From an optimization exercise on the open Yosys and OpenROAD flow, aimed at small area and a short achievable clock period; shortcuts taken in it are not production practice. Only the layout flow was run in this run; the RTL was not checked for function there. No activity file was given, so power comes from the tool's default toggle rates.

===== flow/design.v =====
module HA (input logic a, b, output logic s, c );
    assign s = a ^ b;
    assign c = a & b;
endmodule
module mBB (
    input  logic       en,
    input  logic [1:0] a, b, sel,
    output logic [3:0] p
);
    localparam UxU = 2'b00;
    localparam UxS = 2'b01;
    localparam SxU = 2'b10;
    localparam SxS = 2'b11;
    logic [1:0] ai, bi;
    logic [3:0] pi;
    assign ai = (!en)? 0 : (sel==UxS)? b : a;
    assign bi = (!en)? 0 : (sel==UxS)? a : b;
    logic [1:0] pp0, pp1;
    assign pp0 = { (ai[1] & bi[0]), (ai[0] & bi[0]) };
    assign pp1 = { (ai[1] & bi[1]), (ai[0] & bi[1]) };
    assign pi[0] = pp0[0];
    logic HA_p1_co;
    HA HA_p1(
        .a((sel==0)? pp0[1] : ~pp0[1]),
        .b((sel==0)? pp1[0] : ~pp1[0]),
        .c(HA_p1_co),
        .s(pi[1]));
    logic HA_p2_1_co, HA_p2_1_s;
    HA HA_p2_1(
        .a(1'b1),
        .b(pp1[1]),
        .c(HA_p2_1_co),
        .s(HA_p2_1_s));
    logic HA_p2_0_a, p3_0;
    assign HA_p2_0_a = (sel==0)? pp1[1] : HA_p2_1_s;
    HA HA_p2_0(
        .a(HA_p2_0_a),
        .b(HA_p1_co),
        .c(p3_0),
        .s(pi[2]));
    assign pi[3] = (sel==0)? p3_0: ~(HA_p2_1_co | p3_0);
    always @(*) begin
        if (en) begin
            case (sel)
                UxU, SxS: p <= pi;
                UxS, SxU: p <= (~bi[1])? pi : 
                        {(pi[3] ^ ai[1]) ^ (pi[2] & ai[0]),  
                         (pi[2] ^ ai[0]) ,  pi[1:0]};        
            endcase
        end else begin
            p <= 4'b0; 
        end
    end
endmodule
module mFU (
    input  logic        clk, nrst,
    input  logic [ 7:0] a, b,
    input  logic [ 1:0] mode,
    output logic [15:0] p
);
    localparam _8x8 = 2'b00;
    localparam _4x4 = 2'b01;
    localparam _2x2 = 2'b10;
    localparam NOOP = 2'b11;
    logic [15:0] en;
    always @(*) begin
        case (mode)
            _8x8: en = 16'b1111_1111_1111_1111;
            _4x4: en = 16'b1111_0000_0000_1111;
            _2x2: en = 16'b1001_0000_0000_1001; 
            default: en = 16'b0;
        endcase
    end
    logic [31:0] sel;
    always @(*) begin
        case (mode)
            _8x8: sel = 32'b11100100_10100000_01000100_00000000;
            _4x4: sel = 32'b11100100_00000000_00000000_11100100;
            _2x2: sel = 32'b11000011_00000000_00000000_11000011; 
            default: sel = 32'b0;
        endcase
    end
    logic [3:0] p0_ll, p0_hl, p0_lh, p0_hh;
    logic [3:0] p1_ll, p1_hl, p1_lh, p1_hh;
    logic [3:0] p2_ll, p2_hl, p2_lh, p2_hh;
    logic [3:0] p3_ll, p3_hl, p3_lh, p3_hh;
    mBB mbb_0_hh(.en(en[15]), .a(a[7:6]), .b(b[7:6]), .sel(sel[31:30]), .p(p0_hh));
    mBB mbb_0_hl(.en(en[14]), .a(a[7:6]), .b(b[5:4]), .sel(sel[29:28]), .p(p0_hl));
    mBB mbb_0_lh(.en(en[13]), .a(a[5:4]), .b(b[7:6]), .sel(sel[27:26]), .p(p0_lh));
    mBB mbb_0_ll(.en(en[12]), .a(a[5:4]), .b(b[5:4]), .sel(sel[25:24]), .p(p0_ll));
    mBB mbb_1_hh(.en(en[11]), .a(a[7:6]), .b(b[3:2]), .sel(sel[23:22]), .p(p1_hh));
    mBB mbb_1_hl(.en(en[10]), .a(a[7:6]), .b(b[1:0]), .sel(sel[21:20]), .p(p1_hl));
    mBB mbb_1_lh(.en(en[ 9]), .a(a[5:4]), .b(b[3:2]), .sel(sel[19:18]), .p(p1_lh));
    mBB mbb_1_ll(.en(en[ 8]), .a(a[5:4]), .b(b[1:0]), .sel(sel[17:16]), .p(p1_ll));
    mBB mbb_2_hh(.en(en[ 7]), .a(a[3:2]), .b(b[7:6]), .sel(sel[15:14]), .p(p2_hh));
    mBB mbb_2_hl(.en(en[ 6]), .a(a[3:2]), .b(b[5:4]), .sel(sel[13:12]), .p(p2_hl));
    mBB mbb_2_lh(.en(en[ 5]), .a(a[1:0]), .b(b[7:6]), .sel(sel[11:10]), .p(p2_lh));
    mBB mbb_2_ll(.en(en[ 4]), .a(a[1:0]), .b(b[5:4]), .sel(sel[ 9: 8]), .p(p2_ll));
    mBB mbb_3_hh(.en(en[ 3]), .a(a[3:2]), .b(b[3:2]), .sel(sel[ 7: 6]), .p(p3_hh));
    mBB mbb_3_hl(.en(en[ 2]), .a(a[3:2]), .b(b[1:0]), .sel(sel[ 5: 4]), .p(p3_hl));
    mBB mbb_3_lh(.en(en[ 1]), .a(a[1:0]), .b(b[3:2]), .sel(sel[ 3: 2]), .p(p3_lh));
    mBB mbb_3_ll(.en(en[ 0]), .a(a[1:0]), .b(b[1:0]), .sel(sel[ 1: 0]), .p(p3_ll));
    logic [7:0] p0, p1, p2, p3;
    logic p1_lh_ex, p2_hl_ex;
    logic p3_hl_ex, p3_lh_ex;
    assign p1_lh_ex = (mode==_8x8)? 0 : p1_lh[3];
    assign p2_hl_ex = (mode==_8x8)? 0 : p2_hl[3];
    assign p3_hl_ex = (mode==_8x8)? 0 : p3_hl[3];
    assign p3_lh_ex = (mode==_8x8)? 0 : p3_lh[3];
    assign p0 = {p0_hh,p0_ll} + { { {2{p0_hl[3]}} , p0_hl } + { {2{p0_lh[3]}} , p0_lh } , 2'b00};
    assign p1 = {p1_hh,p1_ll} + { { {2{p1_hl[3]}} , p1_hl } + { {2{p1_lh_ex}} , p1_lh } , 2'b00};
    assign p2 = {p2_hh,p2_ll} + { { {2{p2_hl_ex}} , p2_hl } + { {2{p2_lh[3]}} , p2_lh } , 2'b00};
    assign p3 = {p3_hh,p3_ll} + { { {2{p3_hl_ex}} , p3_hl } + { {2{p3_lh_ex}} , p3_lh } , 2'b00};
    always @(*) begin
        if (!nrst) begin
            p = 16'h0;
        end else begin
            case (mode)
                _8x8:    p = { p0, p3 } +  { { {4{p1[7]}} , p1 } + { {4{p2[7]}} , p2 } , 4'b0000 };
                _4x4:    p = {{8{p0[7]}},p0} + {{8{p3[7]}},p3};
                _2x2:    p = {{12{p0_hh[3]}},p0_hh} + {{12{p0_ll[3]}},p0_ll} + {{12{p3_hh[3]}},p3_hh} + {{12{p3_ll[3]}},p3_ll};
                default: p = 16'h0;
            endcase
        end
    end
endmodule
module pe #(
    parameter int DATA_WIDTH = 8
) (
    input logic i_clk, i_nrst, 
    input logic [1:0] i_mode,
    input logic [DATA_WIDTH-1:0] i_ifmap, i_weight,
    input logic [DATA_WIDTH*2-1:0] i_psum,
    input logic i_reg_clear,  
    input logic i_pe_en,   
    input logic i_psum_out_en,
    output logic [DATA_WIDTH-1:0] o_ifmap, o_weight,
    output logic [DATA_WIDTH*2-1:0] o_ofmap
);
    logic [DATA_WIDTH-1:0] reg_ifmap, reg_weight;
    logic [DATA_WIDTH*2-1:0] reg_psum, o_multiplier, reg_psum_out;
    always_ff @(posedge i_clk or negedge i_nrst) begin
        if (~i_nrst) begin
            reg_ifmap <= 0;
            reg_weight <= 0;
        end else begin
            if (i_reg_clear) begin
                reg_ifmap <= 0;
                reg_weight <= 0;
            end else if (i_pe_en) begin
                reg_ifmap <= i_ifmap;
                reg_weight <= i_weight;
            end
        end
    end
    mFU mfu (
        .clk(i_clk),
        .nrst(i_nrst),
        .a(i_ifmap),
        .b(i_weight),
        .mode(i_mode),
        .p(o_multiplier)
    );
    logic write_en;
    assign write_en = i_pe_en & (reg_ifmap != 0 & reg_weight != 0);
    always_ff @(posedge i_clk or negedge i_nrst) begin
        if(~i_nrst) begin
            reg_psum <= 0;
            reg_psum_out <= 0;
        end else begin
            if(i_psum_out_en) begin
                reg_psum_out <= reg_psum;
            end else if (i_reg_clear) begin
                reg_psum <= 0;
                reg_psum_out <= 0;
            end else if(i_pe_en) begin
                reg_psum <= reg_psum + o_multiplier;
            end 
        end
    end
    always_comb begin
        o_ifmap = reg_ifmap;
        o_weight = reg_weight;
        o_ofmap = reg_psum_out;
    end
endmodule
module systolic_array #(
    parameter DATA_WIDTH = 8,
    parameter WIDTH = 2,
    parameter HEIGHT = 2
) (
    input logic i_clk, i_nrst, i_reg_clear, i_pe_en, i_psum_out_en,
    input logic [1:0] i_mode,
    input logic [0:HEIGHT-1][DATA_WIDTH-1:0] i_ifmap, 
    input logic [0:WIDTH-1][DATA_WIDTH-1:0] i_weight,
    output logic [0:HEIGHT-1][DATA_WIDTH*2-1:0] o_ofmap
);
    logic [0:HEIGHT-1][0:WIDTH][DATA_WIDTH-1:0] mat_A;
    logic [0:HEIGHT][0:WIDTH-1][DATA_WIDTH-1:0] mat_B;
    logic [0:HEIGHT-1][0:WIDTH][DATA_WIDTH*2-1:0] mat_C;
    genvar jj;
    generate
        for (jj=0; jj < HEIGHT; jj++) begin : y_ios
            assign mat_A[jj][0] = i_ifmap[jj]; 
            assign o_ofmap[jj] = mat_C[jj][0];
        end
    endgenerate
    genvar ii;
    generate
        for (ii=0; ii < WIDTH; ii++) begin : x_ios
            assign mat_B[0][ii] = i_weight[ii];
        end
    endgenerate
    genvar i, j;
    generate
        for (j=0; j < HEIGHT; j++) begin : y_axis
            for (i=0; i < WIDTH; i++) begin : x_axis
                pe #(
                    .DATA_WIDTH(DATA_WIDTH)
                ) pe_inst (
                    .i_clk(i_clk),
                    .i_nrst(i_nrst),
                    .i_mode(i_mode),
                    .i_ifmap(mat_A[j][i]),
                    .i_weight(mat_B[j][i]),
                    .i_reg_clear(i_reg_clear),
                    .i_pe_en(i_pe_en),
                    .i_psum_out_en(i_psum_out_en),
                    .o_ifmap(mat_A[j][i+1]),
                    .o_weight(mat_B[j+1][i]),
                    .o_ofmap(mat_C[j][i])
                );
            end
        end
    endgenerate
endmodule
module systolic_top (
    input  logic         i_clk,
    input  logic         i_nrst,
    input  logic         i_reg_clear,
    input  logic         i_pe_en,
    input  logic         i_psum_out_en,
    input  logic [1:0]   i_mode,
    input  logic [63:0]  i_ifmap,    
    input  logic [7:0]   i_weight,
    output logic [127:0] o_ofmap     
);
    systolic_array #(
        .DATA_WIDTH(8),
        .WIDTH(1),
        .HEIGHT(8)
    ) systolic_array_inst (
        .i_clk(i_clk),
        .i_nrst(i_nrst),
        .i_mode(i_mode),
        .i_reg_clear(i_reg_clear),
        .i_pe_en(i_pe_en),
        .i_psum_out_en(i_psum_out_en),
        .i_ifmap(i_ifmap),
        .i_weight(i_weight),
        .o_ofmap(o_ofmap)
    );
endmodule

===== flow/run.sh =====
#!/bin/bash
# synth_recipe.tcl (not shown) runs the flow's synth.tcl, then flattens the netlist and writes it again
# the make line also repeats each setting of config.mk as NAME=value (left out here)
make -C /OpenROAD-flow-scripts/flow DESIGN_CONFIG=/design/flow/config.mk WORK_HOME=/design/flow/orfs CLKGATE_MAP_FILE= SYNTH_SCRIPT=/design/flow/synth_recipe.tcl finish

===== flow/config.mk =====
export PLATFORM = sky130hd
export DESIGN_NAME = systolic_top
export DESIGN_NICKNAME = systolic_top
export VERILOG_FILES = /design/flow/design.v
export SDC_FILE = /design/flow/constraint.sdc
export NUM_CORES = 4
export LEC_CHECK = 0
export CAP_MARGIN = 20
export CORE_MARGIN = 2
export CORE_UTILIZATION = 40
export SLEW_MARGIN = 20

===== flow/constraint.sdc =====
create_clock -name core_clock -period 10.0 [get_ports {i_clk}]
set_input_delay 2.0000 -clock core_clock [delete_from_list [all_inputs] [get_ports {i_clk}]]
set_output_delay 2.0000 -clock core_clock [all_outputs]
set_load 0.01 [all_outputs]

==> flow_summary.ini <==
[power_and_ir_drop]
ir_worst_vdd_uv = 107
cell_internal_pwr_uw = 4390
p_comb_share_pct = 60.9
power.density_nw_per_um2 = 124
swShare_pct = 43.9
seqPwrFrac_pct = 19.4
power.share.clock_pct = 19.6
p_switching_uw = 3430
p_leak_uw = 0.0336

[finish]
fin_util_pct = 45.1
final_area_um2 = 62900
finalNetCount = 8464
areaGrowthSynthToFinish_pct = 12.1
drive_gt1_share_pct = 5.54
stdcell_count = 9071

[timing]
period_needed_ns = 9.53
finalCritPeriodShare_pct = 95.3
worst_pin_slew_ns = 1.19
skew_ns = 0.0254
slew_viol_final = 0
relSlewSlack_pct = 20.9
fmax_ghz = 0.105
hold_viol = 0
setup_viol = 0

[logic_synthesis]
synth_area_leaders = ha_1 23%, dfrtp_1 14%, xnor2_1 8.1%, fa_1 6.3%, a21oi_1 6.2%
synth.distinct_cells = 73
synth.net_count = 8318
synthesis.area_um2 = 56100
ys_ff_latch = 312
synth_ff_type = dfrtp_1
yosysSeqAreaShare_pct = 13.9
yosysTopAreaCell = ha_1
synth_edf_count = 0
synth-async-reset-ratio_pct = 100
synth_most_common_cell = ha_1
syn_inst = 7017
ys_top_cells_by_count = 1046 x ha_1, 696 x a21oi_1, 640 x nand2_1, 599 x inv_1, 520 x xnor2_1
synth_top_area_share_pct = 23.3
avgSynthCellArea_um2 = 8.00
ys_warn_count = 3

[critical_path]
critPathRequiredTime_ns = 10.46
max_stage_delay_ns = 0.51
cp.arrival_ns = 9.99
critPathMaxFanout = 39
crit_buf_inv = 7
critPathLaunch = i_mode[0]
path_common_cell = ha_1
slowest_stage = or4_1
worstSetupEndpointType = flop
path_class = input pin to flop
crit_family = adder cells
startpoint_type = input pin
rr_worst_depth = 32
reg2reg_slack_ns = 2.52

[route]
via_per_inst = 5.55
route.vias.total = 50364
drt_drc_violations_left = 0
wl_mm = 175
ant_nets = 0
drt_pre_antenna_iters = 8
first_iter_violations = 3109
wire_per_inst_um = 19.3

[clock_network]
path_clk_slew_ns = 0.06
worstSkewPairLatency_ns = 0.60
cts_tree = done
clock_tree.root_cell = clkbuf_16
clock_sinks = 312
htreeDepth = 2
cts_buffers = 38
cts_hold_buffers = 0
clockBufferDepth = 3

[place]
place_inst = 8999
dpl.hpwl_mm = 140
placed_area_um2 = 61600
gp_congestion = 0.918
port_buffers = 206

[grt]
grt_max_degree = 145
antenna_found_initial = 14
grt_pass1_vias = 51157
grt_use_total_pct = 24.4
grt_pass1_wl_mm = 279
overflow = 0

[worst_hold_path]
worstHoldPathType = flop to flop
worstHoldPathCells = 1

[floorplan]
die_w_um = 379
initial_core_util_pct = 40.3
core_area_um2 = 139000
io_pins = 207
dieArea_um2 = 143000
fp-row-count = 137
die_h_um = 379

[run]
cap_violations = 0

[status]
status = no timing/DRC/antenna violations
## layout by cell type (no fill, tap or decap), drive strengths merged, types with 150 or more instances in the layout
master	n
xnor2	520
inv	600
dfrtp	312
a21oi	699
mux2i	150
ha	1046
and2	178
buf	283
a22o	151
nor2	342
fa	176
a21o	244
nand2	640
and3	233
o21ai	257
clkdlybuf4s50	202
## power by group through the flow
stage / sequential [uW] / clock (uW) / combinational (uW)
after CTS: 1530 / 1570 / 4780
after global routing: 1540 / 1610 / 5330
final: 1520 / 1530 / 4770
after detailed placement: 1550 / 0 / 4740
after global placement: 1550 / 0 / 4670
after floorplan: 1490 / 0 / 3320
## through the flow
| step | total power [uW] | setup WS, ns | hold WS, ns | TNS [ns] |
|---|---|---|---|---|
| floorplan | 4820 | 0.717 | 0.476 | 0 |
| global placement | 6220 | -0.0150 | 0.481 | -0.0150 |
| detailed placement | 6290 | -0.156 | 0.481 | -0.595 |
| CTS | 7880 | 0.434 | 0.499 | 0 |
| global route | 8490 | -0.000696 | 0.506 | -0.000696 |
| finish | 7820 | 0.468 | 0.495 | 0 |
## cell families after synthesis
kind of cell | share of synthesized area, %
DFF | 13.9
muxes | 2.68
AOI/OAI and AO/OA | 20.8
xor gates and xnor gates | 10.2
and+or+nand+nor | 16.2
adders and majority gates | 29.6
buffers and inverters | 6.58
## state kept, by name (all words and copies together), names as in the netlist
| name | flops |
|---|---|
| systolic_array_inst.y_axis.x_axis.pe_inst.reg_psum | 128 |
| systolic_array_inst.y_axis.x_axis.pe_inst.reg_psum_out | 128 |
| systolic_array_inst.y_axis.x_axis.pe_inst.reg_weight | 56 |
## repair_timing
item | 4_1_cts | 5_1_grt
resized for setup | 0 | 4
setup endpoints to repair | 0 | 6
buffers inserted | 0 | 0
endpoints found under the hold margin | 0 | 0
## final cells by class
class	count	area, um^2
Fill cell	13771	76400
Clock inverter	21	299
Antenna cell	6	15.0
Multi-Input combinational cell	5726	44800
Clock buffer	45	1030
Tap cell	1876	2350
Timing Repair Buffer	485	4400
Inverter	600	2260
Sequential cell	312	7810
## how the worst max path moves through the flow
stage	end	slack, ns	cells after the start
6_report	flop	0.47	37
5_1_grt	flop	-0.0007	39
4_1_cts	flop	0.43	39
3_5_place_dp	flop	-0.16	39
3_3_place_gp	flop	-0.02	39
2_1_floorplan	flop	0.72	37
## metal layers
| layer | wire length (um) | share of wire, % | track usage (%) | vias up |
|---|---|---|---|---|
| li1 | - | - | - | 24838 |
| met1 | 70700 | 40 | 27.7 | 24302 |
| met2 | 90700 | 52 | 46.3 | 893 |
| met3 | 5680 | 3.2 | 1.77 | 329 |
| met4 | 8390 | 4.8 | 10.6 | 2 |
| met5 | 7 | 0.0040 | 0 | - |

==> port drivers added, routing unchanged <==
Ports are ideal in the flow. The routed layout listed here was re-timed in OpenROAD. Step 1 assumes that a clkbuf_16 drives the clock port and a buf_2 every other input. Step 2 moves the port delays by t, midway between the first and last clock arrival at a register: inputs arrive t later, outputs are due t later. That takes back most of the time a late clock gives input paths. Slacks: no drivers / after step 1 / after step 2; pairs: no drivers / after step 1.
shift t [ns]: 0.659
setup slack, ns: 0.468 / 0.518 / -0.141
worst hold slack (ns): 0.495 / 0.495 / 0.495
worst setup path after step 2: input to register
pins driven straight from the clock port: 1
With both steps, setup timing fails in this run, where it was met with ideal ports. The setup slack of this run moves by +0.050 ns with the drivers and by -0.609 ns with both steps.
